This design comes from an exercise in tuning for small area, a short achievable clock period and few clock cycles on the open sky130 flow, not from production work.
Function was checked by simulation only, so behaviour that the tests miss may differ from the original.
No activity file was given, so power comes from the tool's default toggle rates.

==> flow/design.v (excerpt) <==
module CHIP (	mem_read_D,
				mem_write_D,
				mem_addr_D,
				mem_rdata_D,
				mem_wdata_D,
				mem_ready_D,
				mem_read_I,
				mem_write_I,
				mem_addr_I,
				mem_rdata_I,
				mem_wdata_I,
				mem_ready_I,
				clk,
				rst_n,
				DCACHE_addr,
				DCACHE_wdata,
				DCACHE_wen
				);
Size: roughly 9,200 cells after synthesis, ~640 I/O pins, ~130,000 um^2 of cells after synthesis.
clock: 12.0 ns
lec_check: 0
cap_margin: 20
core_margin: 2
core_utilization: 70
cts_buf_list: sky130_fd_sc_hd__clkbuf_16
cts_cluster_diameter: 80
cts_cluster_size: 20
place_density: 0.75
slew_margin: 20
tns_end_percent: 20
standard.sh (not shown) runs the stock make flow with config.mk's settings and CLKGATE_MAP_FILE= SYNTH_SCRIPT=/design/flow/synth_recipe.tcl, a recipe that flattens the netlist after the stock synthesis.
==> flow/flow/run.sh <==
#!/bin/bash
# Layout flow: the standard ORFS flow (standard.sh, standard synthesis
# unchanged; config.mk's settings come in through config.mk), with three
# layout settings changed:
#  - timing repair aims for 8 ns of setup slack, so it keeps sizing and
#    buffering the critical paths well below the 12 ns clock period;
#  - cell sizing may swap cells of any footprint (the platform default only
#    allows swaps between cells of the same footprint);
#  - the port buffers are sky130_fd_sc_hd__buf_2 instead of delay buffers.
# make's full output goes to flow_make.log; every ORFS step also keeps its own
# log under orfs/logs/.
set -euo pipefail
cd "$(dirname "$0")/.."
bash standard.sh \
  SETUP_SLACK_MARGIN=8.0 \
  MATCH_CELL_FOOTPRINT=0 \
  "BUFFER_PORTS_ARGS=-buffer_cell sky130_fd_sc_hd__buf_2" \
  finish > flow_make.log 2>&1
The starting point ran to the end with no violations.
Testbench counts at the start, summed over its fixed seeds: cycles 76,391.
Edit:
CORE_UTILIZATION = 60   (was 70)
PLACE_DENSITY = default   (was 0.75)
=> The new run finished with timing, DRC and antenna clean. Power decreases by 0.42%. Register-to-register slack stays flat. Combinational power decreases by 4.6%. Hold slack is about the same. Wire length hardly moves. Cell area goes down by 0.60%. Flip-flop and latch count does not change.


run 1:
CHIP, a different RTL version from the one above (not shown whole).
For scale: roughly 9,400 cells after synthesis, about 2,800 flip-flops, about 130,000 sq um of cells after synthesis.
==> flow/config.mk <==
export PLATFORM = sky130hd
export DESIGN_NAME = CHIP
export DESIGN_NICKNAME = CHIP
export VERILOG_FILES = /design/flow/design.v
export SDC_FILE = /design/flow/constraint.sdc
export NUM_CORES = 8
export LEC_CHECK = 0
export CAP_MARGIN = 20
export CORE_MARGIN = 2
export CORE_UTILIZATION = 60
export CTS_BUF_LIST = sky130_fd_sc_hd__clkbuf_16
export CTS_CLUSTER_DIAMETER = 80
export CTS_CLUSTER_SIZE = 20
export SLEW_MARGIN = 20
export TNS_END_PERCENT = 20
==> flow/constraint.sdc <==
create_clock -name core_clock -period 12.0 [get_ports {clk}]
set_input_delay 2.4000 -clock core_clock [delete_from_list [all_inputs] [get_ports {clk}]]
set_output_delay 2.4000 -clock core_clock [all_outputs]
set_load 0.01 [all_outputs]
Scripts as last shown in full above: flow/flow/run.sh
Run 1 completed every stage of the flow, and the final layout passed the timing, DRC and antenna checks.
Testbench counts of run 1, summed over its fixed seeds: cycles 76,912.
For run 2, these inputs were changed with respect to run 1:
Settings: setting PLACE_DENSITY to 0.68 for the first time; changing CORE_UTILIZATION from 60 to 64.
==> notes.md <==
- Run 2: full flow OK, the timing, DRC and antenna checks passed
- In the reports for run 1 and run 2, the smaller met1 wire length belongs to run 2.
- Worst hold slack (run 2 over run 1): decrease, 0.0047 ns
- Comparing run 1 and run 2, the lower least setup slack across all paths after layout was measured on run 1.
- Run 2 vs. run 1: overall track demand over capacity in global routing increased 2.3 points, non-clock buffer count picked up an extra 94, global routing met3 resource utilization went up.
The following lists how run 3 was set up differently from run 2:
Settings: swapping 80 for 90 in CTS_CLUSTER_DIAMETER; swapping 64 for 60 in CORE_UTILIZATION; clearing PLACE_DENSITY, which used to be 0.68; swapping 20 for 24 in CTS_CLUSTER_SIZE.
--- a/flow/flow/run.sh
+++ b/flow/flow/run.sh
@@ -3,5 +3,5 @@
 # unchanged; config.mk's settings come in through config.mk), with three
 # layout settings changed:
-#  - timing repair aims for 8 ns of setup slack, so it keeps sizing and
+#  - timing repair aims for 8.3 ns of setup slack, so it keeps sizing and
 #    buffering the critical paths well below the 12 ns clock period;
 #  - cell sizing may swap cells of any footprint (the platform default only
@@ -13,5 +13,5 @@
 cd "$(dirname "$0")/.."
 bash standard.sh \
-  SETUP_SLACK_MARGIN=8.0 \
+  SETUP_SLACK_MARGIN=8.3 \
   MATCH_CELL_FOOTPRINT=0 \
   "BUFFER_PORTS_ARGS=-buffer_cell sky130_fd_sc_hd__buf_2" \
--- outcome ---
- From run 2 to run 3 the numbers moved as follows: non-clock buffer count up about 18%; total number of vias up 1,158.
- Of run 3 and run 2, it is run 3 that has the higher maximum clock frequency.
- Comparing run 2 with run 3, the mean instance size in the synthesized netlist came out essentially unchanged.
- Run 2 → run 3: post-CTS setup-driven buffer insertion count rose 131; detailed-route wire length rose about 4.5%; area of the multi-input gates rose 2.2%; final period utilization fell 1.7 points.
What run 4 does differently from run 3 at the input level:
Settings: CTS_CLUSTER_DIAMETER now 80, was 90; CTS_CLUSTER_SIZE now 20, was 24.
[summary]
Looking only at first-pass GRT wire length, and setting everything else aside, the lower value of run 3 and run 4 goes to run 3. Delta (run 4 minus run 3): area taken by multi-input logic gates increased by about 0.5% relative to the old numbers, power after layout increased 2.6%, area growth from synthesis to final layout now larger.

-- separate check: timing with driven ports --
The results above use ideal ports. As a check the final layouts listed here were re-extracted and re-timed, cells and wires unchanged.
Step 1 (the two cells are an assumption about what drives the block):
set clk [get_ports {clk}]
set_driving_cell -lib_cell sky130_fd_sc_hd__clkbuf_16 $clk
set_driving_cell -lib_cell sky130_fd_sc_hd__buf_2 [delete_from_list [all_inputs] $clk]
Step 2 also shifts input and output timing later by t, the mid clock arrival at the registers, as if the neighbouring blocks saw the same clock.
Three values: ideal ports, drivers, drivers and shift; two values: the first two.
| run | t, ns | setup slack, ns | hold slack, ns |
|---|---|---|---|
| the first run of note 1 | 0.969 | 7.633 / 7.633 / 7.087 | 0.445 / 0.445 / 0.445 |
| the second run of note 1 | 0.958 | 7.644 / 7.644 / 7.217 | 0.446 / 0.446 / 0.446 |
| run 1 | 0.971 | 7.778 / 7.778 / 7.312 | 0.428 / 0.428 / 0.428 |
| run 2 | 0.979 | 7.784 / 7.784 / 7.132 | 0.423 / 0.423 / 0.423 |
| run 3 | 0.963 | 7.988 / 7.925 / 7.465 | 0.432 / 0.432 / 0.432 |
| run 4 | 0.972 | 7.997 / 7.917 / 7.386 | 0.424 / 0.424 / 0.424 |
After both steps setup and hold are still met in every run listed. For run 2, which loses most, drivers alone change the setup slack by 0.000 ns; drivers and shift together by -0.652 ns.
